Source: an optimization exercise on an open RTL-to-GDS flow (aim: small area). Production flows keep margins and buffers that such runs may drop.
Only simulation tests tie the RTL to the original design; equivalence was not proved.
In runs 2 to 6 the design's own scripts or RTL, not TritonCTS, make the clock network.
The clock port is modelled as an ideal driver, which makes a skipped or thinned clock tree look cheaper than it is; a real chip needs a root buffer or a tree.
Power and IR drop assume default switching activity.

==> flow/design.v <==
module SegmentDisplay(
    input clk,
    input rst,  
    input [2:0] d0,  
    output [3:0] an,
    output [6:0] seg
    );
    reg [13:0] cp;        
    reg        currentan;
    reg [2:0]  so0;       
    reg        so1;       
    reg [2:0]  s;         
    reg        cap;       
    wire [13:0] cp_n;
    wire [2:0] so0_n, s_n;
    wire so1_n, ca_n;
    dcount DC (.rst(rst), .cp(cp), .ca(currentan), .cp_n(cp_n), .ca_n(ca_n));
    dispnext DN (.rst(rst), .ca(currentan), .d0(d0), .so0(so0), .so1(so1),
                 .so0_n(so0_n), .so1_n(so1_n), .s_n(s_n));
    segdec DEC (.s(s), .cap(cap), .seg(seg), .an(an));
    always @(posedge clk) begin
        cp <= cp_n;
        currentan <= ca_n;
        so0 <= so0_n;
        so1 <= so1_n;
        s <= s_n;
        cap <= currentan;
    end
endmodule
module dcount(input rst, input [13:0] cp, input ca, output [13:0] cp_n, output ca_n);
    localparam [13:0] DS0 = 14'd13637, DMASK = 14'd15967, DLAST = 14'd64;
    localparam [13:0] DPOL = 14'b10101010101010;
    wire [13:0] counter = cp ^ DPOL;
    wire dlast = (counter & DMASK) == DLAST;
    assign cp_n = ((rst | dlast) ? DS0 : {counter[12:0], counter[13] ^ counter[0]}) ^ DPOL;
    assign ca_n = ~rst & (ca ^ dlast);
endmodule
module dispnext(input rst, ca, input [2:0] d0, so0, input so1,
                output [2:0] so0_n, s_n, output so1_n);
    assign so0_n = rst ? 3'd5 : ca ? so0 : d0;
    assign so1_n = rst | (ca ? (d0 != 3'd0) : so1);
    assign s_n = rst ? 3'd7 : ca ? (so1 ? 3'd5 : 3'd0) : so0;
endmodule
module segdec(input [2:0] s, input cap, output reg [6:0] seg, output [3:0] an);
    wire blank = (s == 3'd7);
    assign an = {blank | ~cap, 2'b11, blank | cap};
    always @(*) begin
        case (s)
            3'd0: seg = 7'b1000000;
            3'd1: seg = 7'b1111001;
            3'd2: seg = 7'b0100100;
            3'd3: seg = 7'b0110000;
            3'd4: seg = 7'b0011001;
            3'd5: seg = 7'b0000000;
            default: seg = 7'b1111111;
        endcase
    end
endmodule
module stoplightGame #(parameter SECOND = 32_768 - 1)
       (input [15:0] sw,
        input clk, rst, btnC, btnR, btnL,
        output [6:0] seg,
        output [3:0] an,
        output [15:0] led);
    reg [2:0]  state;
    reg        pf;
    reg [2:0]  d0;
    reg [3:0]  E;
    reg [3:0]  y;
    reg        oh, pen, pon;    
    reg [13:0] Lp;
    reg [12:0] c1;
    reg [11:0] c2;
    reg [10:0] c3;
    wire [2:0]  state_n, d0_n;
    wire        pf_n, oh_n, pen_n, pon_n;
    wire [3:0]  E_n, y_n;
    wire [13:0] Lp_n;
    wire [12:0] c1_n;
    wire [11:0] c2_n;
    wire [10:0] c3_n;
    wire last, press, en1, en2, en3, hit1, hit2, hit3;
    lcount  LC (.rst(rst), .press(press), .Lp(Lp), .Lp_n(Lp_n), .last(last));
    stepcnt #(.N(13), .MASK(13'd6654), .LAST(13'd432)) C1 (.rst(rst), .en(en1), .c(c1), .c_n(c1_n), .hit(hit1));
    stepcnt #(.N(12), .MASK(12'd4062), .LAST(12'd976)) C2 (.rst(rst), .en(en2), .c(c2), .c_n(c2_n), .hit(hit2));
    stepcnt #(.N(11), .MASK(11'd1471), .LAST(11'd173)) C3 (.rst(rst), .en(en3), .c(c3), .c_n(c3_n), .hit(hit3));
    control CT (.rst(rst), .btnC(btnC), .btnR(btnR), .btnL(btnL),
                .state(state), .pf(pf), .d0(d0), .E(E), .y(y), .oh(oh), .pen(pen), .pon(pon),
                .last(last), .hit1(hit1), .hit2(hit2), .hit3(hit3),
                .state_n(state_n), .pf_n(pf_n), .d0_n(d0_n), .E_n(E_n), .y_n(y_n),
                .oh_n(oh_n), .pen_n(pen_n), .pon_n(pon_n),
                .press(press), .en1(en1), .en2(en2), .en3(en3));
    leddec  LD (.oh(oh), .pen(pen), .pon(pon), .y(y), .led(led));
    SegmentDisplay SD (.clk(clk), .rst(rst), .d0(d0), .an(an), .seg(seg));
    always @(posedge clk) begin
        state <= state_n;
        pf <= pf_n;
        d0 <= d0_n;
        E <= E_n;
        y <= y_n;
        oh <= oh_n; pen <= pen_n; pon <= pon_n;
        Lp <= Lp_n;
        c1 <= c1_n; c2 <= c2_n; c3 <= c3_n;
    end
endmodule
module control(
    input rst, btnC, btnR, btnL,
    input [2:0] state, input pf, input [2:0] d0, input [3:0] E, input [3:0] y,
    input oh, pen, pon, last, hit1, hit2, hit3,
    output reg [2:0] state_n, output pf_n, output reg [2:0] d0_n, output reg [3:0] E_n,
    output [3:0] y_n, output reg oh_n, output pen_n, pon_n,
    output press, en1, en2, en3);
    localparam [2:0] IDLE0 = 3'b000, VIC = 3'b001, DEF = 3'b010, FIN = 3'b011,
                     IDLE1 = 3'b100, P1 = 3'b101, P2 = 3'b110, P3 = 3'b111;
    wire pe = ~pen, po = ~pon;
    reg pe_n, po_n;
    assign pen_n = ~pe_n, pon_n = ~po_n;
    wire is_p = state[2] & (state[1] | state[0]);
    wire playing = btnR ^ pf;
    assign en1 = playing & (state == P1);
    assign en2 = playing & (state == P2);
    assign en3 = playing & (state == P3);
    wire step = hit1 | hit2 | hit3;
    assign press = is_p & btnR;
    wire A = ~E[1] & ~(E[0] & last);        
    wire B = ~E[0] & ~last;                 
    wire done = E[3] & E[1] & E[0] & last;  
    ynext YN (.rst(rst), .step(step), .y(y), .y_n(y_n));
    wire [3:0] E_n_w;
    enext EN (.rst(rst), .press(press), .fin(state == FIN), .last(last), .y(y), .E(E), .E_n(E_n_w));
    assign pf_n = ~rst & (pf | is_p);
    always @(*) begin
        E_n = E_n_w;
        state_n = state; d0_n = d0; oh_n = oh; pe_n = pe; po_n = po;
        case (state)
        IDLE0: begin
            d0_n = 0;
            if (btnC) state_n = IDLE1;
            oh_n = 0; pe_n = A; po_n = ~A;
        end
        IDLE1: begin
            d0_n = 0;
            state_n = P1;
        end
        VIC: begin
            oh_n = 0; pe_n = A; po_n = A;
            if (done) state_n = {2'b11, d0[1]};
        end
        FIN: begin
            d0_n = 3'd4;
            oh_n = 0; pe_n = B; po_n = B;
            if (btnL) state_n = IDLE0;
        end
        DEF: begin
            oh_n = B; pe_n = 0; po_n = 0;
            if (done) state_n = IDLE0;
        end
        default: begin  
            d0_n = {1'b0, state[1:0]};
            if (btnR) state_n = (y != 4'd8) ? DEF : (state == P3) ? FIN : VIC;
            oh_n = playing; pe_n = 0; po_n = 0;
        end
        endcase
        if (rst) begin
            state_n = IDLE0; d0_n = 0; oh_n = 0; pe_n = 0; po_n = 0;
        end
    end
endmodule
module lcount(input rst, press, input [13:0] Lp, output [13:0] Lp_n, output last);
    localparam [13:0] LS0 = 14'd928, LMASK = 14'd16361, LLAST = 14'd289;
    localparam [13:0] LPOL = 14'b01010101010101;
    wire [13:0] L = Lp ^ LPOL;
    assign last = (L & LMASK) == LLAST;
    assign Lp_n = ((rst | press | last) ? LS0 : {L[12:0], L[13] ^ L[0]}) ^ LPOL;
endmodule
module stepcnt #(parameter N = 13, parameter [N-1:0] MASK = 0, parameter [N-1:0] LAST = 0)
    (input rst, en, input [N-1:0] c, output [N-1:0] c_n, output hit);
    assign hit = en & ((c & MASK) == LAST);
    wire ld = rst | hit;
    wire h = en & ~ld, g = ~en & ~ld;
    wire [N-1:0] s = {c[N-2:0], ~(c[N-1] ^ c[0])};
    genvar j;
    generate for (j = 0; j < N; j = j + 1) begin : g_b
        sel2 m (.h(h), .g(g), .a(s[j]), .b(c[j]), .y(c_n[j]));
    end endgenerate
endmodule
module sel2(input h, g, a, b, output y);
    assign y = (h & a) | (g & b);
endmodule
module leddec(input oh, pen, pon, input [3:0] y, output [15:0] led);
    wire [3:0] lo_n, hi_n;
    genvar i;
    generate for (i = 0; i < 4; i = i + 1) begin : g_pre
        assign lo_n[i] = ~(oh & (y[1:0] == i));
        assign hi_n[i] = ~(y[3:2] == i);
    end
    for (i = 0; i < 16; i = i + 1) begin : g_led
        oai21 m (.a1(lo_n[i % 4]), .a2(hi_n[i / 4]), .b1((i % 2 == 0) ? pen : pon), .y(led[i]));
    end endgenerate
endmodule
module oai21(input a1, a2, b1, output y);
    assign y = ~((a1 | a2) & b1);
endmodule
module ynext(input rst, step, input [3:0] y, output [3:0] y_n);
    assign y_n = rst ? 4'd0 : y + step;
endmodule
module enext(input rst, press, fin, last, input [3:0] y, input [3:0] E, output reg [3:0] E_n);
    always @(*) begin
        if (rst | press) E_n = {1'b0, y != 4'd8, 2'b00};
        else begin
            E_n = E + last;
            if (fin) E_n[1] = 1'b0;
        end
    end
endmodule
==> flow/flow/run.sh <==
#!/bin/bash
# Standard layout, except: plain buf_1 cells as the port buffers, a clock
# tree without dummy loads, and the synthesized logic cells swapped to their
# smallest drive strength after floorplan (placement repair re-sizes any
# cell that needs it).
export BUFFER_PORTS_ARGS="-buffer_cell sky130_fd_sc_hd__buf_1"
export CTS_ARGS="-sink_clustering_enable -repair_clock_nets -dont_use_dummy_load"
export POST_FLOORPLAN_TCL="$PWD/flow/downsize.tcl"
bash standard.sh > standard.log 2>&1
==> flow/flow/downsize.tcl <==
# Swap every logic cell to the smallest cell of the same function (same name
# up to the drive-strength suffix). Repair later in the flow re-sizes any cell
# that then breaks slew, capacitance or timing limits.
set db [ord::get_db]
set block [ord::get_db_block]
set masters [dict create]
foreach lib [$db getLibs] {
  foreach m [$lib getMasters] {
    dict set masters [$m getName] $m
  }
}
set dont_use $::env(DONT_USE_CELLS)
set n 0
foreach inst [$block getInsts] {
  set m [$inst getMaster]
  set name [$m getName]
  if {![regexp {^(sky130_fd_sc_hd__[a-z0-9]+)_([0-9]+)$} $name -> base drive]} { continue }
  if {[regexp {^sky130_fd_sc_hd__(df|edf|sdf|dl|tap|fill|decap|conb|clk|diode)} $base]} { continue }
  set best $m
  set barea [expr {[$m getWidth] * [$m getHeight]}]
  foreach d {0 1 2} {
    set cand "${base}_$d"
    if {![dict exists $masters $cand]} { continue }
    set skip 0
    foreach pat $dont_use { if {[string match $pat $cand]} { set skip 1 } }
    if {$skip} { continue }
    set cm [dict get $masters $cand]
    set a [expr {[$cm getWidth] * [$cm getHeight]}]
    if {$a < $barea} { set best $cm; set barea $a }
  }
  if {$best ne $m} {
    $inst swapMaster $best
    incr n
  }
}
puts "downsize: swapped $n cells"
==> flow/standard.sh <==
#!/bin/bash
# synth_recipe.tcl (not shown) runs the flow's synth.tcl, then flattens the netlist and writes it again
# the make line also repeats each setting of config.mk as NAME=value (left out here)
make -C /OpenROAD-flow-scripts/flow DESIGN_CONFIG=/design/flow/config.mk WORK_HOME=/design/flow/orfs CLKGATE_MAP_FILE= SYNTH_SCRIPT=/design/flow/synth_recipe.tcl "${@:-finish}"
==> flow/config.mk <==
export PLATFORM = sky130hd
export DESIGN_NAME = stoplightGame
export DESIGN_NICKNAME = stoplightGame
export VERILOG_FILES = /design/flow/design.v
export SDC_FILE = /design/flow/constraint.sdc
export NUM_CORES = 4
export LEC_CHECK = 0
export CAP_MARGIN = 20
export CORE_MARGIN = 2
export CORE_UTILIZATION = 40
export SLEW_MARGIN = 20
export SYNTH_HIERARCHICAL = 1
export SYNTH_MINIMUM_KEEP_SIZE = 0
==> flow/constraint.sdc <==
create_clock -name core_clock -period 10.0 [get_ports {clk}]
set_input_delay 2.0000 -clock core_clock [delete_from_list [all_inputs] [get_ports {clk}]]
set_output_delay 2.0000 -clock core_clock [all_outputs]
set_load 0.01 [all_outputs]
==> impl_metrics.env, run 1 <==
export IMPL_cts_clk_slew_worst_paths_ps=90
export IMPL_numCtsBuffers=9
export IMPL_critPathCaptureType="register"
export IMPL_synth_main_ff_cell="dfxtp_1"
export IMPL_ys_seq_elements=91
export IMPL_port_buffers=29
export IMPL_antenna_found_initial=0
export IMPL_utilization=0.4392
export IMPL_combPwrFrac=0.087
export IMPL_synthTopCellsByArea="dfxtp_1, a22o_1, o21ai_1"
export IMPL_hold_path_end="SD.cp[12]"
export IMPL_cp_max_fo=6
export IMPL_cts_hold_buf=0
export IMPL_area_delta_synth_final_pct=6.541
export IMPL_finalSetupViolCount=0
export IMPL_synth_async_reset_ratio=0
export IMPL_hold_class="reg -> reg"
export IMPL_max_freq_mhz=273.5
export IMPL_switching_power_uw=155.6
export IMPL_synth_common_cells="dfxtp_1, a22o_1, nand2_1"
export IMPL_clock_skew_ps=25.56
export IMPL_grt_pass1_wl_mm=10.98
export IMPL_ctsLongestPathBuffers=2
export IMPL_layout_drive_gt1_share=0.04813
export IMPL_start_kind="input port"
export IMPL_die_y_um=98.57
export IMPL_chipWidth_um=98.57
export IMPL_ios=48
export IMPL_cts_root_buf="clkbuf_8"
export IMPL_hold_viol_final=0
export IMPL_p_leak_uw=0.001461
export IMPL_wl_per_cell_um=13.12
export IMPL_drtIter0Drc=154
export IMPL_synthAdderAreaFrac=0.01399
export IMPL_maxCapViolations=0
export IMPL_critPathTopFamily="simple AND/OR/NAND/NOR gates"
export IMPL_yosys_area_top_type_share=0.5093
export IMPL_min_period_ps=3657
export IMPL_gp_congestion=0.7115
export IMPL_synthSimpleGateAreaFrac=0.2099
export IMPL_core_area_um2=8678
export IMPL_synth_largest_area_cell="dfxtp_1"
export IMPL_grt_pass1_vias=2391
export IMPL_routed_wl_mm=6.325
export IMPL_synthCells=343
export IMPL_clk_latency_ps=350
export IMPL_synth_area_um2=3577
export IMPL_reg2reg_depth=7
export IMPL_fp_row_count=34
export IMPL_ir_worst_vdd_mv=0.05763
export IMPL_start_util=0.4122
export IMPL_cts_tree="yes"
export IMPL_synth_edff_count=0
export IMPL_min_delay_start="SD.cp[11]"
export IMPL_min_path_cells=1
export IMPL_power_share_sequential=0.615
export IMPL_num_vias=2553
export IMPL_grt_max_degree=39
export IMPL_routed_via_density=5.297
export IMPL_synth_most_common_cell="dfxtp_1"
export IMPL_finalSetupTns_ps=0
export IMPL_dp_cells=473
export IMPL_cp_arrival_ps=3880
export IMPL_dr_pass1_iters=5
export IMPL_path_cells="buf_1 > xor2_1 > nand2_1 > nor2_1 > and4bb_1 > and4_1 > or3_1 > ha_1 > nand3_1 > mux2_1"
export IMPL_muxShareOfSynthArea=0.01889
export IMPL_n_antenna_cell=0
export IMPL_synth_cell_types=60
export IMPL_htreeDepth=3
export IMPL_seqCellArea_um2=1822
export IMPL_intPower_uw=477.1
export IMPL_grt_use_total=0.1387
export IMPL_synth_avg_cell_area_um2=10.43
export IMPL_nFillCells=864
export IMPL_crit_path_max_incr_delay_ps=320
export IMPL_r2r_start="state[0]"
export IMPL_yosys_warnings=11
export IMPL_rsz0062_at_grt="no"
export IMPL_timing_slew_headroom=0.3888
export IMPL_synth_xor_area_share=0.02448
export IMPL_tightest_slew_ps=904.9
export IMPL_status="no timing/DRC/antenna violations"
export IMPL_clock_sinks=91
export IMPL_crit_type="in -> reg"
export IMPL_r2r_end="y[3]"
export IMPL_drc=0
export IMPL_synth_compound_area_frac=0.1896
export IMPL_final_cells=482
export IMPL_fin_crit_sh=0.3657
export IMPL_cts_setup_buffers=0
export IMPL_final_nets=401
export IMPL_swShare=0.2459
export IMPL_dpl_hpwl_mm=4.285
export IMPL_critPathBufInv=1
export IMPL_cts_resized=0
export IMPL_dieArea_um2=9715
export IMPL_synth_top_family_by_area="simple AND/OR/NAND/NOR gates"
export IMPL_power_density_nw_per_um2=166.0
export IMPL_seq_area_frac_synth=0.5093
export IMPL_clockPowerShare=0.298
export IMPL_maxSlewViolCount=0
export IMPL_cp_required_ps=10220
export IMPL_grt_ovfl_total=0
export IMPL_final_antenna_net_count=0
export IMPL_multi_input_area_um2=1562
export IMPL_critPathSlowestCell="mux2_1"
export IMPL_r2r_slack_ps=7600
-- Yosys stat by module, one instance, submodules excluded, a selection --
module,times used,cells,flip-flops and latches,cell area (um^2)
leddec,1,8,0,51.30
oai21,16,1,0,5.005
SegmentDisplay,1,23,23,460.4
control,1,69,0,430.4
stoplightGame,1,68,68,1361
sel2,36,1,0,8.758
segdec,1,15,0,102.6
dcount,1,24,0,148.9
enext,1,12,0,100.1
ynext,1,10,0,85.08
dispnext,1,17,0,108.9
lcount,1,22,0,128.9
-- flip-flops by register name (all words and copies together), names as in the netlist --
name          count
SD.currentan      1
pen               1
c2               12
c3               11
SD.cp            14
SD.so0            3
pf                1
d0                3
SD.so1            1
oh                1
SD.s              3
E                 4
y                 4
state             3
Lp               14
c1               13
pon               1
SD.cap            1
-- per-stage QoR --
step                instance area (um^2)  setup slack (ps)  power (uW)  hold WS (ps)
floorplan                           3581              6235       438.6         343.4
global placement                    3687              5998       451.4         346.2
detailed placement                  3687              5972       453.0         353.0
CTS                                 3811              6328       642.5         373.7
global route                        3811              6170       665.9         385.6
finish                              3811              6343       632.7         368.5
-- layout make-up --
class | instances | share of cell area
inverter | 10 | 0.009849
multi-input combinational | 232 | 0.4097
clock buffer | 9 | 0.03250
tap | 108 | 0.03546
sequential | 91 | 0.4780
timing repair buffer | 32 | 0.03447
-- cells by family (layout without fill, tap and decap cells) --
group | count (synthesis) | in the layout
DFF | 91 | 91
and+or+nand+nor | 120 | 120
AOI/OAI and AO/OA | 90 | 90
adders and majority gates | 4 | 4
buffers and inverters | 21 | 51
other | 1 | 2
xor gates and xnor gates | 10 | 10
muxes | 6 | 6
-- placed cells by master (no fill, tap or decap), types with 4 or more instances in the layout --
cell	n
o21ai_0	6
nand3_1	11
a21oi_1	6
nor2b_1	9
nor3_1	8
nor2_1	22
and2_0	5
dfxtp_1	91
clkbuf_8	9
nand2_1	23
xnor2_1	9
a211oi_1	4
nand2b_1	8
nor4b_1	7
o21ai_1	19
buf_1	29
inv_1	8
ha_1	4
a22o_1	36
-- power groups by stage --
| stage | Clock [uW] | Combinational [uW] | Sequential (uW) |
|---|---|---|---|
| 2_1_floorplan | 0 | 49.6 | 389 |
| 3_3_place_gp | 0 | 54.6 | 397 |
| 3_5_place_dp | 0 | 55.4 | 398 |
| 4_1_cts | 198 | 55.8 | 389 |
| 5_1_grt | 212 | 62.0 | 392 |
| 6_report | 189 | 54.9 | 389 |
-- worst max-delay path by stage --
stage | from | endpoint | slack [ps] | cells past startpoint
floorplan | btnR | c1[0] | 6230 | 6
global placement | btnR | y[3] | 6000 | 10
detailed placement | btnR | y[3] | 5970 | 10
CTS | btnR | y[3] | 6330 | 10
global route | btnR | y[3] | 6170 | 10
finish | btnR | y[3] | 6340 | 10
-- routing by layer --
layer  vias to the layer above  GRT usage  part of all wire
met5                         -          0                 0
met4                         0    0.04426             0.011
met1                      1208     0.1805              0.49
met3                         8    0.05177             0.037
met2                        28     0.2151              0.46
li1                       1309          -                 -
==> run 2: changes to the inputs <==
==> flow/flow/run.sh (replaced) <==
#!/bin/bash
# Standard layout, except: plain buf_1 cells as the port buffers, the
# synthesized logic cells swapped to their smallest drive strength after
# floorplan (placement repair re-sizes any cell that needs it), and a flat
# clock tree of a few clock buffers in place of the one CTS builds.
export BUFFER_PORTS_ARGS="-buffer_cell sky130_fd_sc_hd__buf_1"
export CTS_ARGS="-sink_clustering_enable -repair_clock_nets -dont_use_dummy_load"
export POST_FLOORPLAN_TCL="$PWD/flow/downsize.tcl"
export MY_CLK_TARGET_PS=115
export POST_CTS_TCL="$PWD/flow/clocktree.tcl"
bash standard.sh > standard.log 2>&1
==> flow/flow/clocktree.tcl (new file) <==
# Replace the clock tree that CTS built with a flatter one: the clock port
# drives NLEAF clock buffers, each driving the flip-flops of one region of the
# die (the flip-flops split into NLEAF groups of equal size by position).
set block [ord::get_db_block]
set db [ord::get_db]
set nleaf 4
set leafcell sky130_fd_sc_hd__clkbuf_4
if {[info exists ::env(MY_CLK_NLEAF)]} { set nleaf $::env(MY_CLK_NLEAF) }
if {[info exists ::env(MY_CLK_LEAF)]} { set leafcell $::env(MY_CLK_LEAF) }
set target 110.0
if {[info exists ::env(MY_CLK_TARGET_PS)]} { set target $::env(MY_CLK_TARGET_PS) }
set sizes {sky130_fd_sc_hd__clkbuf_2 sky130_fd_sc_hd__clkbuf_4 sky130_fd_sc_hd__clkbuf_8 sky130_fd_sc_hd__clkbuf_16}
set clknet [$block findNet clk]

# flip-flop clock pins
set sinks {}
foreach inst [$block getInsts] {
  set mname [[$inst getMaster] getName]
  if {[string match "sky130_fd_sc_hd__df*" $mname] || [string match "sky130_fd_sc_hd__edf*" $mname]} {
    set it [$inst findITerm CLK]
    set bb [$inst getBBox]
    lappend sinks [list $it [expr {([$bb xMin] + [$bb xMax]) / 2}] [expr {([$bb yMin] + [$bb yMax]) / 2}]]
  }
}
puts "clocktree: [llength $sinks] flip-flops"

# remove the CTS buffers and their nets
set old {}
foreach inst [$block getInsts] {
  set n [$inst getName]
  if {[string match "clkbuf_*" $n] || [string match "clkload*" $n]} { lappend old $inst }
}
foreach s $sinks { [lindex $s 0] disconnect }
set oldnets {}
foreach inst $old {
  foreach it [$inst getITerms] {
    set net [$it getNet]
    if {$net ne "NULL" && $net ne "" && [$net getName] ne "clk"} { lappend oldnets $net }
    $it disconnect
  }
  odb::dbInst_destroy $inst
}
foreach net [lsort -unique $oldnets] {
  if {[llength [$net getITerms]] == 0} { odb::dbNet_destroy $net }
}
puts "clocktree: removed [llength $old] buffers"

# split the sinks: first by x into columns, then each column by y
proc split_groups {items key n} {
  set items [lsort -integer -index $key $items]
  set res {}
  set total [llength $items]
  for {set i 0} {$i < $n} {incr i} {
    set a [expr {$i * $total / $n}]
    set b [expr {($i + 1) * $total / $n - 1}]
    lappend res [lrange $items $a $b]
  }
  return $res
}
set ncol [expr {$nleaf >= 4 ? 2 : 1}]
set nrow [expr {$nleaf / $ncol}]
set groups {}
foreach col [split_groups $sinks 1 $ncol] {
  foreach g [split_groups $col 2 $nrow] { lappend groups $g }
}

# optional root buffer between the clock port and the leaf buffers
set leafin $clknet
if {[info exists ::env(MY_CLK_ROOT)]} {
  set sx 0; set sy 0
  foreach s $sinks { incr sx [lindex $s 1]; incr sy [lindex $s 2] }
  set root [odb::dbInst_create $block [$db findMaster $::env(MY_CLK_ROOT)] "clkbuf_root"]
  $root setLocation [expr {$sx / [llength $sinks]}] [expr {$sy / [llength $sinks]}]
  $root setPlacementStatus PLACED
  set leafin [odb::dbNet_create $block "clknet_root"]
  $leafin setSigType CLOCK
  [$root findITerm A] connect $clknet
  [$root findITerm X] connect $leafin
}
set master [$db findMaster $leafcell]
set i 0
foreach g $groups {
  set sx 0; set sy 0
  foreach s $g { incr sx [lindex $s 1]; incr sy [lindex $s 2] }
  set cx [expr {$sx / [llength $g]}]
  set cy [expr {$sy / [llength $g]}]
  set buf [odb::dbInst_create $block $master "clkbuf_leaf_$i"]
  $buf setLocation $cx $cy
  $buf setPlacementStatus PLACED
  set net [odb::dbNet_create $block "clknet_leaf_$i"]
  $net setSigType CLOCK
  [$buf findITerm A] connect $leafin
  [$buf findITerm X] connect $net
  foreach s $g { [lindex $s 0] connect $net }
  puts "clocktree: buffer $i drives [llength $g] flip-flops"
  incr i
}
global_connect
detailed_placement

# worst slew (ps) at the flip-flop clock pins on a net
proc net_worst_slew {netname} {
  set w 0.0
  foreach pin [get_pins -of_objects [get_nets $netname] -filter "direction == input"] {
    foreach e {rise fall} { foreach a {max min} {
      set s [get_property $pin slew_${a}_$e]
      if {[string is double -strict $s] && $s > $w} { set w $s }
    }}
  }
  return [expr {$w * 1000.0}]
}
# size each leaf buffer: the smallest whose estimated sink slew meets the target
set_propagated_clock [all_clocks]
for {set k 0} {$k < $i} {incr k} {
  foreach sz $sizes {
    replace_cell clkbuf_leaf_$k $sz
    estimate_parasitics -placement
    set w [net_worst_slew clknet_leaf_$k]
    if {$w <= $target} { break }
  }
  puts "clocktree: leaf $k $sz slew [format %.1f $w] ps"
}
detailed_placement
check_placement -verbose
estimate_parasitics -placement
report_clock_skew
--- a/flow/config.mk
+++ b/flow/config.mk
@@ -7,7 +7,7 @@
 export LEC_CHECK = 0
 export CAP_MARGIN = 20
 export CORE_MARGIN = 2
-export CORE_UTILIZATION = 40
+export CORE_UTILIZATION = 65
 export SLEW_MARGIN = 20
 export SYNTH_HIERARCHICAL = 1
 export SYNTH_MINIMUM_KEEP_SIZE = 0
==> run 2 against run 1 <==
Against the previous run:
- sequential power about the same
- clock power down 17%
- highest routed layer unchanged
- critical endpoint unchanged
- final cell count fell by 8.5%
==> impl_metrics.env, run 2 <==
export IMPL_dr_pass1_iters=4
export IMPL_synthTopCellsByArea="dfxtp_1, a22o_1, o21ai_1"
export IMPL_synth_most_common_cell="dfxtp_1"
export IMPL_wl_per_cell_um=13.40
export IMPL_yosys_warnings=11
export IMPL_layout_drive_gt1_share=0.03523
export IMPL_clk_latency_ps=150
export IMPL_drc=0
export IMPL_seq_area_frac_synth=0.5093
export IMPL_start_kind="input port"
export IMPL_hold_class="reg -> reg"
export IMPL_clockPowerShare=0.262
export IMPL_routed_wl_mm=5.909
export IMPL_ir_worst_vdd_mv=0.1317
export IMPL_synth_cell_types=60
export IMPL_yosys_area_top_type_share=0.5093
export IMPL_synth_avg_cell_area_um2=10.43
export IMPL_dp_cells=437
export IMPL_max_freq_mhz=260.0
export IMPL_timing_slew_headroom=0.3893
export IMPL_fin_crit_sh=0.3846
export IMPL_grt_max_degree=39
export IMPL_final_cell_mix="dfxtp_1, a22o_1, buf_1"
export IMPL_grt_pass1_vias=2357
export IMPL_p_total_uw=600.2
export IMPL_dieArea_um2=6113
export IMPL_grt_pass1_wl_mm=10.40
export IMPL_reg_top3="Lp (14), SD.cp (14), c1 (13)"
export IMPL_status="no timing/DRC/antenna violations"
export IMPL_layout_commonest_cell="dfxtp_1"
export IMPL_power_density_nw_per_um2=160.4
export IMPL_n_antenna_cell=0
export IMPL_utilization=0.6924
export IMPL_final_cells=441
export IMPL_routed_via_density=5.785
export IMPL_grt_ovfl_total=0
export IMPL_switching_power_uw=131.1
export IMPL_cp_max_fo=6
export IMPL_power_share_sequential=0.647
export IMPL_tightest_slew_ps=904.2
export IMPL_clock_sinks=91
export IMPL_final_antenna_net_count=0
export IMPL_finalSetupViolCount=0
export IMPL_rsz0062_at_grt="no"
export IMPL_gp_congestion=0.7998
export IMPL_ios=48
export IMPL_path_cells="buf_1 > xor2_1 > nand2_1 > nor2_1 > and4bb_1 > and4_1 > or3_1 > ha_1 > nand3_1 > mux2_1"
export IMPL_intPower_uw=469.1
export IMPL_chipWidth_um=78.19
export IMPL_crit_path_max_incr_delay_ps=310
export IMPL_antenna_found_initial=0
export IMPL_min_period_ps=3846
export IMPL_synth_edff_count=0
export IMPL_core_area_um2=5405
export IMPL_drtIter0Drc=113
export IMPL_dpl_hpwl_mm=4.145
export IMPL_synthCells=343
export IMPL_ys_seq_elements=91
export IMPL_critPathSlowestCell="mux2_1"
export IMPL_critPathCaptureType="register"
export IMPL_swShare=0.2184
export IMPL_combPwrFrac=0.091
export IMPL_cts_clk_slew_worst_paths_ps=80
export IMPL_synth_async_reset_ratio=0
export IMPL_maxSlewViolCount=0
export IMPL_die_y_um=78.19
export IMPL_synth_largest_area_cell="dfxtp_1"
export IMPL_hold_viol_final=0
export IMPL_port_buffers=29
export IMPL_grt_use_total=0.2047
export IMPL_cp_arrival_ps=3890
export IMPL_synth_common_cells="dfxtp_1, a22o_1, nand2_1"
export IMPL_num_vias=2551
export IMPL_cp_required_ps=10040
export IMPL_area_delta_synth_final_pct=4.617
export IMPL_p_leak_uw=0.001445
export IMPL_finalSetupTns_ps=0
export IMPL_nFillCells=456
export IMPL_crit_type="in -> reg"
export IMPL_synth_main_ff_cell="dfxtp_1"
export IMPL_r2r_slack_ps=7700
export IMPL_final_nets=396
export IMPL_clock_skew_ps=6.882
export IMPL_start_util=0.6618
export IMPL_maxCapViolations=0
export IMPL_synth_area_um2=3577
export IMPL_fp_row_count=27
-- run 2: cell counts after synthesis --
No cell type changed its count.
-- run 2: stage by stage --
step                      hold slack (ps)  area (um^2)  setup slack, ps
after detailed placement            354.2         3642             6000
final                               370.5         3742             6154
after global routing                382.7         3742             5909
after global placement              345.2         3642             6034
after floorplan                     343.4         3581             6235
-- run 2: kinds of logic after synthesis --
kind of cell	count (synthesis)	share of synthesized area
AND/OR/NAND/NOR	120	0.2099
flip-flops	91	0.5093
AO/OA/AOI/OAI	90	0.1896
buffers and inverters	21	0.03288
XOR/XNOR	10	0.02449
multiplexers	6	0.01889
adder cells (fa/ha/maj)	4	0.01399
other	1	0.001048
-- run 2: critical path, delay by kind of cell --
kind                       cells  cell delay, ps
and+or+nand+nor                6             970
buffers and inverters          1             210
muxes                          1             310
xor gates and xnor gates       1             250
adders and majority gates      1             160
-- run 2: area by class of cell --
cell class	instances	area [um^2]	share of cell area
Sequential cell	91	1822	0.4868
Multi-Input combinational cell	232	1562	0.4173
Buffer	4	100.1	0.02675
Timing Repair Buffer	32	131.4	0.03511
Tap cell	72	90.09	0.02407
Inverter	10	37.54	0.01003
-- run 2: metal layers --
metal,routed length (um),up-vias,share of wire,track usage
li1,-,1306,-,-
met1,2850,1207,0.48,0.2723
met2,2814,31,0.48,0.3440
met3,158,7,0.027,0.03218
met4,85,0,0.014,0.06491
met5,0,-,0,0
-- run 2: Yosys stat by module (local to each module, per instance), a selection --
module	flops+latches	area, um^2	copies in the design
leddec	0	51.30	1
sel2	0	8.758	36
lcount	0	128.9	1
SegmentDisplay	23	460.4	1
control	0	430.4	1
segdec	0	102.6	1
enext	0	100.1	1
dcount	0	148.9	1
ynext	0	85.08	1
-- run 2: power groups by stage --
| stage | registers (uW) | clock network [uW] | logic, uW |
|---|---|---|---|
| after floorplan | 389 | 0 | 49.6 |
| after global placement | 397 | 0 | 53.8 |
| after detailed placement | 397 | 0 | 54.9 |
| after global routing | 391 | 174 | 61.6 |
| final | 388 | 157 | 54.5 |
-- run 2: final timing paths --
kind / from / endpoint / cells after the start
setup / recovery: btnR / y[3] / 10
hold / removal: SD.cp[8] / SD.cp[9] / 1
setup reg to reg: state[0] / y[2] / 8
hold reg to reg: SD.cp[8] / SD.cp[9] / 1
==> run 3: changes to the inputs <==
--- a/flow/config.mk
+++ b/flow/config.mk
@@ -7,7 +7,7 @@
 export LEC_CHECK = 0
 export CAP_MARGIN = 20
 export CORE_MARGIN = 2
-export CORE_UTILIZATION = 65
+export CORE_UTILIZATION = 40
 export SLEW_MARGIN = 20
 export SYNTH_HIERARCHICAL = 1
 export SYNTH_MINIMUM_KEEP_SIZE = 0
==> run 3 against run 2 <==
Against the previous run:
- still clean on timing, DRC and antenna
- sequential share of layout area down 0.58 points
- critical path type unchanged
- via count down 0.82%
- flip-flop and latch count unchanged
- highest routed layer unchanged
- first-iteration DRC count up 0.88%
- combinational power up 0.9%
- worst setup slack better by 7.8 ps
- register-to-register slack worse by 100 ps
- clock power up 3%
- largest cell class unchanged
- final area up 1.2%
- total power up 0.87%
==> impl_metrics.env, run 3 <==
export IMPL_maxCapViolations=0
export IMPL_power_density_nw_per_um2=159.9
export IMPL_power_share_sequential=0.642
export IMPL_critPathCaptureType="register"
export IMPL_critPathBufInv=1
export IMPL_synth_async_reset_ratio=0
export IMPL_ir_worst_vdd_mv=0.07377
export IMPL_timing_slew_headroom=0.3865
export IMPL_r2r_end="y[3]"
export IMPL_antenna_found_initial=0
export IMPL_n_antenna_cell=0
export IMPL_routed_via_density=5.304
export IMPL_dr_pass1_iters=4
export IMPL_hold_viol_final=0
export IMPL_wl_per_cell_um=13.21
export IMPL_chipWidth_um=98.57
export IMPL_crit_type="in -> reg"
export IMPL_max_freq_mhz=260.5
export IMPL_ys_seq_elements=91
export IMPL_final_cells=477
export IMPL_dieArea_um2=9715
export IMPL_wl_met2_mm=2.792
export IMPL_path_cells="buf_1 > xor2_1 > nand2_1 > nor2_1 > and4bb_1 > and4_1 > or3_1 > ha_1 > nand3_1 > mux2_1"
export IMPL_switching_power_uw=136.2
export IMPL_clockPowerShare=0.267
export IMPL_grt_pass1_wl_mm=10.79
export IMPL_min_path_cells=1
export IMPL_die_y_um=98.57
export IMPL_hold_class="reg -> reg"
export IMPL_grt_use_total=0.1334
export IMPL_layout_drive_gt1_share=0.03523
export IMPL_drtIter0Drc=114
export IMPL_clock_sinks=91
export IMPL_min_delay_start="SD.cp[8]"
export IMPL_hold_path_end="SD.cp[9]"
export IMPL_grt_ovfl_total=0
export IMPL_fp_row_count=34
export IMPL_m1WireLength_mm=3.215
export IMPL_min_period_ps=3838
export IMPL_synth_largest_area_cell="dfxtp_1"
export IMPL_finalSetupTns_ps=0
export IMPL_maxSlewViolCount=0
export IMPL_synth_cell_types=60
export IMPL_final_antenna_net_count=0
export IMPL_critPathSlowestCell="mux2_1"
export IMPL_grt_max_degree=39
export IMPL_gp_congestion=0.7115
export IMPL_cp_required_ps=10040
export IMPL_crit_path_max_incr_delay_ps=320
export IMPL_start_util=0.4122
export IMPL_r2r_slack_ps=7600
export IMPL_swShare=0.2249
export IMPL_grt_pass1_vias=2353
export IMPL_path_depth=10
export IMPL_utilization=0.4364
export IMPL_synth_main_ff_cell="dfxtp_1"
export IMPL_num_vias=2530
export IMPL_final_cell_mix="dfxtp_1, a22o_1, buf_1"
export IMPL_ios=48
export IMPL_routed_wl_mm=6.302
export IMPL_synth_common_cells="dfxtp_1, a22o_1, nand2_1"
export IMPL_dp_cells=473
export IMPL_core_area_um2=8678
export IMPL_synth_edff_count=0
export IMPL_critPathTopFamily="simple AND/OR/NAND/NOR gates"
export IMPL_drc=0
export IMPL_combPwrFrac=0.091
export IMPL_whs_ps=369.1
export IMPL_final_nets=396
export IMPL_area_delta_synth_final_pct=5.876
export IMPL_synthCells=343
export IMPL_port_buffers=29
export IMPL_cp_max_fo=6
export IMPL_fin_crit_sh=0.3838
export IMPL_start_kind="input port"
export IMPL_wl_met3_um=241
export IMPL_layout_commonest_cell="dfxtp_1"
export IMPL_intPower_uw=469.3
export IMPL_synthTopCellsByArea="dfxtp_1, a22o_1, o21ai_1"
export IMPL_synth_most_common_cell="dfxtp_1"
export IMPL_r2r_start="state[0]"
export IMPL_cp_arrival_ps=3880
export IMPL_yosys_warnings=11
export IMPL_seq_area_frac_synth=0.5093
export IMPL_rsz0062_at_grt="no"
export IMPL_clk_latency_ps=150
export IMPL_cts_clk_slew_worst_paths_ps=80
export IMPL_dpl_hpwl_mm=4.285
export IMPL_status="no timing/DRC/antenna violations"
export IMPL_finalSetupViolCount=0
export IMPL_synth_area_um2=3577
export IMPL_topRoutingLayerUsed="met4"
export IMPL_reg_top3="Lp (14), SD.cp (14), c1 (13)"
export IMPL_p_leak_uw=0.001445
export IMPL_clock_skew_ps=5.441
export IMPL_synth_avg_cell_area_um2=10.43
export IMPL_yosys_area_top_type_share=0.5093
export IMPL_reg2reg_depth=7
export IMPL_tightest_slew_ps=908.3
## run 3: cell counts after synthesis
No cell type changed its count.
## run 3: per-layer routing
layer  track usage  vias up
met1        0.1814     1207
li1              -     1299
met2        0.2093       21
met3       0.04326        3
met4       0.02845        0
met5             0        -
## run 3: layout make-up
cell class              instances  area, um^2
fillers                       855        4891
flip-flops and latches         91        1822
multi-input cells             232        1562
well taps                     108       135.1
repair buffers                 32       131.4
plain buffers                   4       100.1
inverters                      10       37.54
## run 3: through the flow
stage	area (um^2)	setup WS (ps)	total power, uW
floorplan	3581	6235	438.6
global placement	3687	5998	451.4
detailed placement	3687	5972	453.0
global route	3787	5973	633.8
finish	3787	6162	605.5
## run 3: kinds of logic (layout without fill, tap and decap cells)
logic type      Yosys count  in the layout  share of synthesized area
flops                    91             91                     0.5093
mux                       6              6                    0.01889
buf+inv                  21             46                    0.03288
fa+ha+maj                 4              4                    0.01399
other cells               1              2                   0.001048
xor+xnor                 10             10                    0.02449
compound gates           90             90                     0.1896
simple gates            120            120                     0.2099
## run 3: worst max-delay path by stage
| stage | from | endpoint | slack [ps] |
|---|---|---|---|
| after floorplan | btnR | c1[0] | 6230 |
| after global placement | btnR | y[3] | 6000 |
| after detailed placement | btnR | y[3] | 5970 |
| after global routing | btnR | y[3] | 5970 |
| final | btnR | y[3] | 6160 |
## run 3: power by group through the flow
stage	registers (uW)	logic, uW	clock network [uW]
2_1_floorplan	389	49.6	0
3_3_place_gp	397	54.6	0
3_5_place_dp	398	55.4	0
5_1_grt	392	62.0	180
6_report	389	55.0	161
## run 3: worst register-to-register path, delay by kind of cell (launching register included)
family,cells,cell delay [ps]
multiplexers,1,320
flip-flops,1,700
adder cells (fa/ha/maj),1,200
AND/OR/NAND/NOR,5,1070
## run 3: per-module statistics from Yosys, one instance, submodules excluded, a selection
| module | area, um^2 | times used | flops+latches |
|---|---|---|---|
| stoplightGame | 1361 | 1 | 68 |
| lcount | 128.9 | 1 | 0 |
| ynext | 85.08 | 1 | 0 |
| sel2 | 8.758 | 36 | 0 |
| enext | 100.1 | 1 | 0 |
| leddec | 51.30 | 1 | 0 |
| control | 430.4 | 1 | 0 |
| dcount | 148.9 | 1 | 0 |
| segdec | 102.6 | 1 | 0 |
| SegmentDisplay | 460.4 | 1 | 23 |
| dispnext | 108.9 | 1 | 0 |
| oai21 | 5.005 | 16 | 0 |
==> run 4: changes to the inputs <==
--- a/flow/design.v
+++ b/flow/design.v
@@ -37,9 +37,9 @@
 endmodule
 module dispnext(input rst, ca, input [2:0] d0, so0, input so1,
                 output [2:0] so0_n, s_n, output so1_n);
-    assign so0_n = rst ? 3'd5 : ca ? so0 : d0;
+    assign so0_n = rst ? 3'd4 : ca ? so0 : d0;
     assign so1_n = rst | (ca ? (d0 != 3'd0) : so1);
-    assign s_n = rst ? 3'd7 : ca ? (so1 ? 3'd5 : 3'd0) : so0;
+    assign s_n = rst ? 3'd7 : ca ? (so1 ? 3'd4 : 3'd0) : so0;
 endmodule
 module segdec(input [2:0] s, input cap, output reg [6:0] seg, output [3:0] an);
     wire blank = (s == 3'd7);
@@ -50,8 +50,8 @@
             3'd1: seg = 7'b1111001;
             3'd2: seg = 7'b0100100;
             3'd3: seg = 7'b0110000;
-            3'd4: seg = 7'b0011001;
-            3'd5: seg = 7'b0000000;
+            3'd6: seg = 7'b0011001;
+            3'd4: seg = 7'b0000000;
             default: seg = 7'b1111111;
         endcase
     end
@@ -147,7 +147,7 @@
             if (done) state_n = {2'b11, d0[1]};
         end
         FIN: begin
-            d0_n = 3'd4;
+            d0_n = 3'd6;  
             oh_n = 0; pe_n = B; po_n = B;
             if (btnL) state_n = IDLE0;
         end
@@ -157,7 +157,7 @@
         end
         default: begin  
             d0_n = {1'b0, state[1:0]};
-            if (btnR) state_n = (y != 4'd8) ? DEF : (state == P3) ? FIN : VIC;
+            if (btnR) state_n = (y != 4'd10) ? DEF : (state == P3) ? FIN : VIC;
             oh_n = playing; pe_n = 0; po_n = 0;
         end
         endcase
@@ -188,6 +188,7 @@
     assign y = (h & a) | (g & b);
 endmodule
 module leddec(input oh, pen, pon, input [3:0] y, output [15:0] led);
+    localparam [63:0] CODE = {4'd8, 4'd12, 4'd14, 4'd15, 4'd7, 4'd11, 4'd5, 4'd10, 4'd13, 4'd6, 4'd3, 4'd9, 4'd4, 4'd2, 4'd1, 4'd0};
     wire [3:0] lo_n, hi_n;
     genvar i;
     generate for (i = 0; i < 4; i = i + 1) begin : g_pre
@@ -195,18 +196,23 @@
         assign hi_n[i] = ~(y[3:2] == i);
     end
     for (i = 0; i < 16; i = i + 1) begin : g_led
-        oai21 m (.a1(lo_n[i % 4]), .a2(hi_n[i / 4]), .b1((i % 2 == 0) ? pen : pon), .y(led[i]));
+        oai21 m (.a1(lo_n[CODE[4*i +: 4] % 4]), .a2(hi_n[CODE[4*i +: 4] / 4]), .b1((i % 2 == 0) ? pen : pon), .y(led[i]));
     end endgenerate
 endmodule
 module oai21(input a1, a2, b1, output y);
     assign y = ~((a1 | a2) & b1);
 endmodule
 module ynext(input rst, step, input [3:0] y, output [3:0] y_n);
-    assign y_n = rst ? 4'd0 : y + step;
+    wire h = step & ~rst, g = ~step & ~rst;
+    wire [3:0] s = {y[2:0], y[3] ^ y[2] ^ (y[2:0] == 3'd0)};
+    genvar j;
+    generate for (j = 0; j < 4; j = j + 1) begin : g_b
+        sel2 m (.h(h), .g(g), .a(s[j]), .b(y[j]), .y(y_n[j]));
+    end endgenerate
 endmodule
 module enext(input rst, press, fin, last, input [3:0] y, input [3:0] E, output reg [3:0] E_n);
     always @(*) begin
-        if (rst | press) E_n = {1'b0, y != 4'd8, 2'b00};
+        if (rst | press) E_n = {1'b0, y != 4'd10, 2'b00};
         else begin
             E_n = E + last;
             if (fin) E_n[1] = 1'b0;
--- a/flow/config.mk
+++ b/flow/config.mk
@@ -5,9 +5,9 @@
 export SDC_FILE = /design/flow/constraint.sdc
 export NUM_CORES = 4
 export LEC_CHECK = 0
-export CAP_MARGIN = 20
+export CAP_MARGIN = 0
 export CORE_MARGIN = 2
 export CORE_UTILIZATION = 40
-export SLEW_MARGIN = 20
+export SLEW_MARGIN = 0
 export SYNTH_HIERARCHICAL = 1
 export SYNTH_MINIMUM_KEEP_SIZE = 0
==> run 4 against run 3 <==
Against the previous run:
- largest power group unchanged
- largest cell class unchanged
- clock power is essentially flat
- die area fell by 0.97%
- sequential power fell by 1%
==> impl_metrics.env, run 4 <==
export IMPL_cts_clk_slew_worst_paths_ps=90
export IMPL_grt_pass1_vias=2370
export IMPL_cp_required_ps=10050
export IMPL_ys_seq_elements=91
export IMPL_dieArea_um2=9621
export IMPL_critPathSlowestCell="a41oi_1"
export IMPL_ios=48
export IMPL_routed_via_density=5.378
export IMPL_clk_latency_ps=160
export IMPL_nFillCells=847
export IMPL_ir_worst_vdd_mv=0.07254
export IMPL_clock_skew_ps=10.83
export IMPL_critPathCaptureType="register"
export IMPL_critPathBufInv=1
export IMPL_layout_drive_gt1_share=0.04110
export IMPL_area_delta_synth_final_pct=6.608
export IMPL_cp_arrival_ps=3820
export IMPL_rsz0062_at_grt="no"
export IMPL_final_nets=390
export IMPL_dr_pass1_iters=4
export IMPL_cp_max_fo=11
export IMPL_synth_async_reset_ratio=0
export IMPL_critPathTopFamily="compound AO/OA/AOI/OAI gates"
export IMPL_drtIter0Drc=98
export IMPL_grt_max_degree=37
export IMPL_hold_class="reg -> reg"
export IMPL_gp_congestion=0.7317
export IMPL_yosys_warnings=11
export IMPL_clock_sinks=91
export IMPL_drc=0
export IMPL_min_period_ps=3770
export IMPL_max_freq_mhz=265.3
export IMPL_synth_edff_count=0
export IMPL_crit_type="in -> reg"
export IMPL_synth_main_ff_cell="dfxtp_1"
export IMPL_antenna_found_initial=0
export IMPL_synth_avg_cell_area_um2=10.45
export IMPL_p_leak_uw=0.001416
export IMPL_die_y_um=98.09
export IMPL_crit_path_max_incr_delay_ps=400
export IMPL_synth_area_um2=3541
export IMPL_fin_crit_sh=0.3770
export IMPL_hold_viol_final=0
export IMPL_port_buffers=29
export IMPL_whs_ps=369.9
export IMPL_power_density_nw_per_um2=156.3
export IMPL_num_vias=2544
export IMPL_wl_per_cell_um=13.17
export IMPL_dpl_hpwl_mm=4.251
export IMPL_yosys_area_top_type_share=0.5145
export IMPL_finalSetupTns_ps=0
export IMPL_routed_wl_mm=6.230
export IMPL_final_cell_mix="dfxtp_1, a22o_1, buf_1"
export IMPL_final_antenna_net_count=0
export IMPL_grt_pass1_wl_mm=10.58
export IMPL_status="no timing/DRC/antenna violations"
export IMPL_path_cells="buf_1 > xor2_1 > nand2_1 > nor2_1 > and4bb_1 > a41oi_1 > a22o_1"
export IMPL_layout_commonest_cell="dfxtp_1"
export IMPL_synthCells=339
export IMPL_pre_cts_slack_ps=6038
export IMPL_start_util=0.4100
export IMPL_setup_ws_ps=6230
export IMPL_reg_top3="Lp (14), SD.cp (14), c1 (13)"
export IMPL_synth_most_common_cell="dfxtp_1"
export IMPL_start_kind="input port"
export IMPL_grt_use_total=0.1295
export IMPL_core_area_um2=8636
export IMPL_synth_common_cells="dfxtp_1, a22o_1, nand2_1"
export IMPL_chipWidth_um=98.09
export IMPL_seq_area_frac_synth=0.5145
export IMPL_synthTopCellsByArea="dfxtp_1, a22o_1, o21ai_1"
export IMPL_grt_ovfl_total=0
export IMPL_maxSlewViolCount=0
export IMPL_n_antenna_cell=0
export IMPL_fp_row_count=34
export IMPL_timing_slew_headroom=0.3959
export IMPL_finalSetupViolCount=0
export IMPL_p_total_uw=590.0
export IMPL_synth_cell_types=64
export IMPL_tightest_slew_ps=894.3
export IMPL_maxCapViolations=0
export IMPL_synth_largest_area_cell="dfxtp_1"
[run 4: path summary, 6_finish.rpt]
check | start | to | slack, ps | depth (start not counted)
hold / removal | SD.cp[8] | SD.cp[9] | 370 | 1
setup reg to reg | state[0] | c3[6] | 7670 | 5
setup / recovery | btnR | c3[6] | 6230 | 7
hold reg to reg | SD.cp[8] | SD.cp[9] | 370 | 1
[run 4: cell families (layout without fill, tap and decap cells)]
logic type | Yosys count | count (layout) | synth area share
AOI/OAI and AO/OA | 92 | 92 | 0.1968
adders and majority gates | 2 | 2 | 0.007066
buffers and inverters | 20 | 45 | 0.02897
muxes | 7 | 7 | 0.02120
and+or+nand+nor | 118 | 118 | 0.2106
other | 1 | 2 | 0.001059
DFF | 91 | 91 | 0.5145
xor gates and xnor gates | 8 | 8 | 0.01979
[run 4: layout make-up]
type / instances / area [um^2] / area share
timing repair buffer: 32 / 131.4 / 0.03480
buffer: 4 / 100.1 / 0.02652
inverter: 9 / 33.78 / 0.008949
multi-input combinational: 229 / 1553 / 0.4113
tap: 108 / 135.1 / 0.03580
sequential: 91 / 1822 / 0.4826
[run 4: layer usage]
metal  GRT usage  routed length (um)  share of wire  up-vias
met1      0.1706                3207           0.51     1222
met3     0.03221                 140          0.022        4
li1            -                   -              -     1305
met2      0.2150                2821           0.45       13
met5           0                   0              0        -
met4     0.03098                  61         0.0098        0
[run 4: modules after synthesis, one instance, submodules excluded, excerpt]
| module | flip-flops and latches | cells | area (um^2) | copies in the design |
|---|---|---|---|---|
| stoplightGame | 68 | 68 | 1361 | 1 |
| SegmentDisplay | 23 | 23 | 460.4 | 1 |
| control | 0 | 68 | 424.2 | 1 |
| dcount | 0 | 24 | 148.9 | 1 |
| lcount | 0 | 22 | 128.9 | 1 |
| dispnext | 0 | 15 | 113.9 | 1 |
| enext | 0 | 12 | 101.3 | 1 |
| segdec | 0 | 16 | 90.09 | 1 |
| leddec | 0 | 8 | 51.30 | 1 |
| ynext | 0 | 4 | 26.28 | 1 |
| sel2 | 0 | 1 | 8.758 | 40 |
| oai21 | 0 | 1 | 5.005 | 16 |
[run 4: report_power, final]
part	switching, uW	total (uW)	internal [uW]
logic	25.5	42.7	17.2
registers	11.8	384	372
clock network	89.8	163	73.2
total	127	590	463
[run 4: through the flow]
step | area [um^2] | cells | utilization
after global placement | 3675 | 469 | 0.4255
after detailed placement | 3675 | 469 | 0.4255
after floorplan | 3545 | 340 | -
after global routing | 3775 | 473 | 0.4371
final | 3775 | 473 | 0.4371
==> run 5: changes to the inputs <==
--- a/flow/config.mk
+++ b/flow/config.mk
@@ -5,9 +5,9 @@
 export SDC_FILE = /design/flow/constraint.sdc
 export NUM_CORES = 4
 export LEC_CHECK = 0
-export CAP_MARGIN = 0
+export CAP_MARGIN = 20
 export CORE_MARGIN = 2
 export CORE_UTILIZATION = 40
-export SLEW_MARGIN = 0
+export SLEW_MARGIN = 20
 export SYNTH_HIERARCHICAL = 1
 export SYNTH_MINIMUM_KEEP_SIZE = 0
==> run 5 against run 4 <==
Against the previous run:
- final cell count unchanged
- global-route usage stayed put
- synthesized area unchanged
- sequential power is essentially flat
- via count unchanged
- clock skew is the same
- register-to-register slack barely moved
- first-iteration DRC count stayed put
==> impl_metrics.env, run 5 <==
export IMPL_synthTopCellsByArea="dfxtp_1, a22o_1, o21ai_1"
export IMPL_power_density_nw_per_um2=156.3
export IMPL_routed_wl_mm=6.230
export IMPL_rsz0062_at_grt="no"
export IMPL_num_vias=2544
export IMPL_cp_startpoint="btnR"
export IMPL_combPwrFrac=0.072
export IMPL_tightest_slew_ps=894.3
export IMPL_clockPowerShare=0.276
export IMPL_clock_sinks=91
export IMPL_synth_edff_count=0
export IMPL_setup_ws_ps=6230
export IMPL_multi_input_area_um2=1553
export IMPL_synth_cell_types=64
export IMPL_finalSetupViolCount=0
export IMPL_final_nets=390
export IMPL_start_util=0.4100
export IMPL_fp_row_count=34
export IMPL_seq_area_frac_synth=0.5145
export IMPL_dr_pass1_iters=4
export IMPL_port_buffers=29
export IMPL_synth_async_reset_ratio=0
export IMPL_hold_viol_final=0
export IMPL_clock_skew_ps=10.83
export IMPL_yosys_warnings=11
export IMPL_start_kind="input port"
export IMPL_synthCells=339
export IMPL_core_area_um2=8636
export IMPL_dpl_hpwl_mm=4.251
export IMPL_synth_main_ff_cell="dfxtp_1"
export IMPL_synth_area_um2=3541
export IMPL_cp_required_ps=10050
export IMPL_timing_slew_headroom=0.3959
export IMPL_die_y_um=98.09
export IMPL_swShare=0.2155
export IMPL_grt_pass1_wl_mm=10.58
export IMPL_synth_common_cells="dfxtp_1, a22o_1, nand2_1"
export IMPL_r2r_end="c3[6]"
export IMPL_clk_latency_ps=160
export IMPL_seqCellArea_um2=1822
export IMPL_final_cell_mix="dfxtp_1, a22o_1, buf_1"
export IMPL_nFillCells=847
export IMPL_finalSetupTns_ps=0
export IMPL_p_leak_uw=0.001416
export IMPL_ir_worst_vdd_mv=0.07254
export IMPL_design_area_um2=3775
export IMPL_wl_per_cell_um=13.17
export IMPL_area_delta_synth_final_pct=6.608
export IMPL_critPathCaptureType="register"
export IMPL_cp_arrival_ps=3820
export IMPL_fin_crit_sh=0.3770
export IMPL_maxCapViolations=0
export IMPL_power_share_sequential=0.651
export IMPL_pre_cts_slack_ps=6038
export IMPL_synth_largest_area_cell="dfxtp_1"
export IMPL_chipWidth_um=98.09
export IMPL_grt_ovfl_total=0
export IMPL_routed_via_density=5.378
export IMPL_maxSlewViolCount=0
export IMPL_p_total_uw=590.0
export IMPL_max_freq_mhz=265.3
export IMPL_gp_congestion=0.7317
export IMPL_r2r_start="state[0]"
export IMPL_grt_use_total=0.1295
export IMPL_antenna_found_initial=0
export IMPL_crit_type="in -> reg"
export IMPL_switching_power_uw=127.2
export IMPL_dieArea_um2=9621
export IMPL_status="no timing/DRC/antenna violations"
export IMPL_ios=48
export IMPL_grt_pass1_vias=2370
export IMPL_intPower_uw=462.8
export IMPL_synth_avg_cell_area_um2=10.45
export IMPL_min_period_ps=3770
export IMPL_reg2reg_depth=5
export IMPL_r2r_slack_ps=7670
export IMPL_place_area_um2=3675
export IMPL_utilization=0.4371
export IMPL_crit_end="c3[6]"
export IMPL_cp_max_fo=11
export IMPL_ys_seq_elements=91
export IMPL_reg_top3="Lp (14), SD.cp (14), c1 (13)"
export IMPL_grt_max_degree=37
export IMPL_layout_commonest_cell="dfxtp_1"
export IMPL_cts_clk_slew_worst_paths_ps=90
export IMPL_drtIter0Drc=98
export IMPL_yosys_area_top_type_share=0.5145
export IMPL_final_antenna_net_count=0
export IMPL_n_antenna_cell=0
export IMPL_layout_drive_gt1_share=0.04110
export IMPL_drc=0
export IMPL_synth_most_common_cell="dfxtp_1"
export IMPL_hold_class="reg -> reg"
==> run 5: cells by family after synthesis <==
kind of cell	count (synthesis)	share of synthesized area
other	1	0.001059
adders and majority gates	2	0.007066
and+or+nand+nor	118	0.2106
xor gates and xnor gates	8	0.01979
DFF	91	0.5145
AOI/OAI and AO/OA	92	0.1968
muxes	7	0.02120
buffers and inverters	20	0.02897
==> run 5: worst max-delay path, stage by stage <==
cell      delay [ps]
buf_1            210
xor2_1           230
nand2_1          120
nor2_1           230
and4bb_1         240
a41oi_1          400
a22o_1           380
==> run 5: layout make-up <==
cell class,instances,share of cell area
sequential,91,0.4826
multi-input combinational,229,0.4113
tap,108,0.03580
timing repair buffer,32,0.03480
buffer,4,0.02652
inverter,9,0.008949
==> run 5: power groups by stage <==
stage | registers [uW] | clock network, uW | logic [uW]
6_report | 384 | 163 | 42.7
5_1_grt | 387 | 180 | 47.6
3_5_place_dp | 393 | 0 | 43.0
3_3_place_gp | 392 | 0 | 42.2
2_1_floorplan | 387 | 0 | 37.1
==> run 5: Yosys stat by module, one instance, submodules excluded, excerpt <==
module          cells inside  flip-flops and latches  times used
dispnext                  15                       0           1
SegmentDisplay            23                      23           1
stoplightGame             68                      68           1
sel2                       1                       0          40
leddec                     8                       0           1
oai21                      1                       0          16
ynext                      4                       0           1
enext                     12                       0           1
control                   68                       0           1
segdec                    16                       0           1
dcount                    24                       0           1
lcount                    22                       0           1
==> run 5: layer usage <==
metal  share of wire  global-route usage
met2            0.45              0.2150
met4          0.0098             0.03098
met1            0.51              0.1706
met3           0.022             0.03221
met5               0                   0
==> run 5: per-stage QoR <==
stage	std cells	hold WS [ps]
6_report	473	369.9
5_1_grt	473	400.8
3_5_place_dp	469	350.8
3_3_place_gp	469	345.6
2_1_floorplan	340	343.4
==> run 5: worst min-delay path by stage <==
| stage | from | end | cells past startpoint |
|---|---|---|---|
| floorplan | SD.cp[5] | SD.cp[6] | 1 |
| global placement | SD.cp[8] | SD.cp[9] | 1 |
| detailed placement | SD.cp[7] | SD.cp[8] | 1 |
| global route | Lp[9] | Lp[10] | 1 |
| finish | SD.cp[8] | SD.cp[9] | 1 |
==> run 6: changes to the inputs <==
--- a/flow/design.v
+++ b/flow/design.v
@@ -37,9 +37,22 @@
 endmodule
 module dispnext(input rst, ca, input [2:0] d0, so0, input so1,
                 output [2:0] so0_n, s_n, output so1_n);
-    assign so0_n = rst ? 3'd4 : ca ? so0 : d0;
-    assign so1_n = rst | (ca ? (d0 != 3'd0) : so1);
-    assign s_n = rst ? 3'd7 : ca ? (so1 ? 3'd4 : 3'd0) : so0;
+    wire can = ~ca;
+    wire hc = ~(can | rst), hd = ~(ca | rst);
+    wire nz = |d0;
+    a221o m0 (.a1(ca), .a2(so0[2]), .b1(can), .b2(d0[2]), .c1(rst), .y(so0_n[2]));
+    sel2  m1 (.h(hc), .a(so0[1]), .g(hd), .b(d0[1]), .y(so0_n[1]));
+    sel2  m2 (.h(hc), .a(so0[0]), .g(hd), .b(d0[0]), .y(so0_n[0]));
+    a221o m3 (.a1(ca), .a2(nz), .b1(can), .b2(so1), .c1(rst), .y(so1_n));
+    a221o m4 (.a1(ca), .a2(so1), .b1(can), .b2(so0[2]), .c1(rst), .y(s_n[2]));
+    a21o  m5 (.a1(can), .a2(so0[1]), .b1(rst), .y(s_n[1]));
+    a21o  m6 (.a1(can), .a2(so0[0]), .b1(rst), .y(s_n[0]));
+endmodule
+module a221o(input a1, a2, b1, b2, c1, output y);
+    assign y = (a1 & a2) | (b1 & b2) | c1;
+endmodule
+module a21o(input a1, a2, b1, output y);
+    assign y = (a1 & a2) | b1;
 endmodule
 module segdec(input [2:0] s, input cap, output reg [6:0] seg, output [3:0] an);
     wire blank = (s == 3'd7);
@@ -110,12 +123,11 @@
     output reg [2:0] state_n, output pf_n, output reg [2:0] d0_n, output reg [3:0] E_n,
     output [3:0] y_n, output reg oh_n, output pen_n, pon_n,
     output press, en1, en2, en3);
-    localparam [2:0] IDLE0 = 3'b000, VIC = 3'b001, DEF = 3'b010, FIN = 3'b011,
-                     IDLE1 = 3'b100, P1 = 3'b101, P2 = 3'b110, P3 = 3'b111;
+    localparam [2:0] IDLE0 = 3'd5, VIC = 3'd1, DEF = 3'd3, FIN = 3'd0, IDLE1 = 3'd4, P1 = 3'd2, P2 = 3'd7, P3 = 3'd6;
     wire pe = ~pen, po = ~pon;
     reg pe_n, po_n;
     assign pen_n = ~pe_n, pon_n = ~po_n;
-    wire is_p = state[2] & (state[1] | state[0]);
+    wire is_p = (state == P1) | (state == P2) | (state == P3);
     wire playing = btnR ^ pf;
     assign en1 = playing & (state == P1);
     assign en2 = playing & (state == P2);
@@ -144,7 +156,7 @@
         end
         VIC: begin
             oh_n = 0; pe_n = A; po_n = A;
-            if (done) state_n = {2'b11, d0[1]};
+            if (done) state_n = d0[1] ? P3 : P2;
         end
         FIN: begin
             d0_n = 3'd6;  
@@ -155,8 +167,8 @@
             oh_n = B; pe_n = 0; po_n = 0;
             if (done) state_n = IDLE0;
         end
-        default: begin  
-            d0_n = {1'b0, state[1:0]};
+        P1, P2, P3: begin
+            d0_n = (state == P1) ? 3'd1 : (state == P2) ? 3'd2 : 3'd3;
             if (btnR) state_n = (y != 4'd10) ? DEF : (state == P3) ? FIN : VIC;
             oh_n = playing; pe_n = 0; po_n = 0;
         end
==> run 6 against run 5 <==
Against the previous run:
- clock skew down 5.4 ps
- global-route usage increased by 0.15 points
- register-to-register slack got worse by 30 ps
- worst hold slack is essentially flat
- synthesized area down 2.4%
- first-iteration DRC count rose by 27%
- sequential power increased by 11%
- via count fell by 3.6%
- wire length decreased by 4.7%
- critical path type unchanged
==> impl_metrics.env, run 6 <==
export IMPL_chipWidth_um=96.93
export IMPL_power_share_sequential=0.593
export IMPL_rsz0062_at_grt="no"
export IMPL_clockPowerShare=0.223
export IMPL_num_vias=2452
export IMPL_synthAdderAreaFrac=0.007244
export IMPL_start_kind="input port"
export IMPL_hold_path_end="SD.cp[9]"
export IMPL_swShare=0.2811
export IMPL_hold_viol_final=0
export IMPL_grt_pass1_vias=2226
export IMPL_synth_most_common_cell="dfxtp_1"
export IMPL_path_cells="buf_1 > xor2_1 > and3_1 > and4bb_1 > a41oi_1 > a22o_1"
export IMPL_routed_via_density=5.319
export IMPL_timing_slew_headroom=0.3824
export IMPL_place_area_um2=3598
export IMPL_critPathSlowestCell="a41oi_1"
export IMPL_core_area_um2=8299
export IMPL_whs_ps=370.1
export IMPL_synth_edff_count=0
export IMPL_ys_seq_elements=91
export IMPL_layout_drive_gt1_share=0.03371
export IMPL_synthTopCellsByArea="dfxtp_1, a22o_1, nand2_1"
export IMPL_grt_max_degree=36
export IMPL_port_buffers=29
export IMPL_ir_worst_vdd_mv=0.09222
export IMPL_area_delta_synth_final_pct=7.063
export IMPL_critPathTopFamily="compound AO/OA/AOI/OAI gates"
export IMPL_clock_skew_ps=5.402
export IMPL_clock_sinks=91
export IMPL_wl_per_cell_um=12.89
export IMPL_cp_arrival_ps=3870
export IMPL_fin_crit_sh=0.3819
export IMPL_wl_met2_mm=2.596
export IMPL_dieArea_um2=9395
export IMPL_seq_area_frac_synth=0.5273
export IMPL_synthSimpleGateAreaFrac=0.1956
export IMPL_grt_use_total=0.1311
export IMPL_finalSetupViolCount=0
export IMPL_critPathCaptureType="register"
export IMPL_m1WireLength_mm=3.117
export IMPL_cts_clk_slew_worst_paths_ps=80
export IMPL_final_nets=381
export IMPL_final_antenna_net_count=0
export IMPL_nFillCells=787
export IMPL_yosys_area_top_type_share=0.5273
export IMPL_synth_async_reset_ratio=0
export IMPL_routed_wl_mm=5.940
export IMPL_wl_met3_um=152
export IMPL_p_leak_uw=0.001400
export IMPL_max_freq_mhz=261.8
export IMPL_dr_pass1_iters=4
export IMPL_dpl_hpwl_mm=4.077
export IMPL_synth_avg_cell_area_um2=10.53
export IMPL_reg_top3="Lp (14), SD.cp (14), c1 (13)"
export IMPL_finalSetupTns_ps=0
export IMPL_cp_max_fo=11
export IMPL_maxSlewViolCount=0
export IMPL_synth_compound_area_frac=0.2064
export IMPL_synth_main_ff_cell="dfxtp_1"
export IMPL_fp_row_count=33
export IMPL_drtIter0Drc=124
export IMPL_r2r_start="state[1]"
export IMPL_drc=0
export IMPL_reg2reg_depth=5
export IMPL_r2r_slack_ps=7640
export IMPL_combPwrFrac=0.184
export IMPL_synthCells=328
export IMPL_synth_area_um2=3455
export IMPL_switching_power_uw=201.5
export IMPL_intPower_uw=515.4
export IMPL_cp_required_ps=10050
export IMPL_synth_top_family_by_area="compound AO/OA/AOI/OAI gates"
export IMPL_maxCapViolations=0
export IMPL_status="no timing/DRC/antenna violations"
export IMPL_ios=48
export IMPL_tightest_slew_ps=914.3
export IMPL_start_util=0.4163
export IMPL_power_density_nw_per_um2=193.8
export IMPL_grt_ovfl_total=0
export IMPL_min_period_ps=3819
export IMPL_n_antenna_cell=0
export IMPL_die_y_um=96.93
export IMPL_hold_class="reg -> reg"
export IMPL_synth_largest_area_cell="dfxtp_1"
export IMPL_antenna_found_initial=0
export IMPL_final_cell_mix="dfxtp_1, a22o_1, buf_1"
export IMPL_critPathBufInv=1
export IMPL_min_delay_start="SD.cp[8]"
export IMPL_grt_pass1_wl_mm=10.49
export IMPL_yosys_warnings=11
export IMPL_crit_path_max_incr_delay_ps=410
export IMPL_layout_commonest_cell="dfxtp_1"
export IMPL_synth_cell_types=57
export IMPL_synth_xor_area_share=0.02535
export IMPL_min_path_cells=1
export IMPL_synth_common_cells="dfxtp_1, a22o_1, nand2_1"
export IMPL_topRoutingLayerUsed="met4"
export IMPL_gp_congestion=0.7211
export IMPL_r2r_end="c3[6]"
export IMPL_crit_type="in -> reg"
export IMPL_muxShareOfSynthArea=0.009417
export IMPL_clk_latency_ps=150
export IMPL_design_area_um2=3699
export IMPL_p_total_uw=716.9
run 6: changes by cell type in the layout (fill, tap and decap cells not counted), moves of 3 or more:
cell,change
and3_1,+3
o211ai_1,+3
a221o_1,+3
nor4_1,-3
a22o_1,+3
a211o_1,-3
run 6: per-module statistics from Yosys, one instance, submodules excluded, excerpt:
module          cells inside  times used  flip-flops and latches  area [um^2]
enext                     12           1                       0        101.3
a21o                       1           2                       0        7.507
stoplightGame             68           1                      68         1361
control                   61           1                       0        369.1
sel2                       1          42                       0        8.758
segdec                    16           1                       0        90.09
ynext                      4           1                       0        26.28
lcount                    22           1                       0        128.9
SegmentDisplay            23           1                      23        460.4
run 6: how the worst max path moves through the flow:
stage,startpoint,end,slack (ps),cells after the start
after global routing,btnR,c3[6],5990,6
after floorplan,btnR,c2[0],6310,5
final,btnR,c3[6],6180,6
after global placement,btnR,c3[6],6080,6
after detailed placement,btnR,c3[6],6060,6
run 6: cell type report:
cell class                 instances  area (um^2)  area share
buffer                             4        100.1     0.02706
inverter                          10        37.54     0.01015
multi-input combinational        219         1476      0.3992
sequential                        91         1822      0.4926
tap                              105        131.4     0.03552
timing repair buffer              32        131.4     0.03552
run 6: logic make-up after synthesis:
family,Yosys count
compound gates,92
xor+xnor,10
fa+ha+maj,2
buf+inv,19
flops,91
mux,3
other cells,1
simple gates,110
run 6: worst reg2reg max path: cells and delay by family (launching register included):
kind	cells	cell delay, ps
flops	1	650
compound gates	2	790
simple gates	3	820
run 6: power by group through the flow:
stage               logic [uW]  registers [uW]  clock network, uW
finish                     132             425                160
global placement           131             433                  0
detailed placement         131             434                  0
global route               148             431                182
floorplan                  121             412                  0
run 6: metrics by stage:
| step | std cells | util | worst slack, ps |
|---|---|---|---|
| detailed placement | 457 | 0.4336 | 6055 |
| global route | 461 | 0.4457 | 5991 |
| global placement | 457 | 0.4336 | 6081 |
| finish | 461 | 0.4457 | 6181 |
| floorplan | 329 | - | 6314 |
run 6: metal layers:
| layer | global-route usage | up-vias |
|---|---|---|
| met5 | 0 | - |
| met4 | 0.04009 | 0 |
| met3 | 0.02384 | 5 |
| met2 | 0.1993 | 33 |
| met1 | 0.1892 | 1140 |
| li1 | - | 1274 |
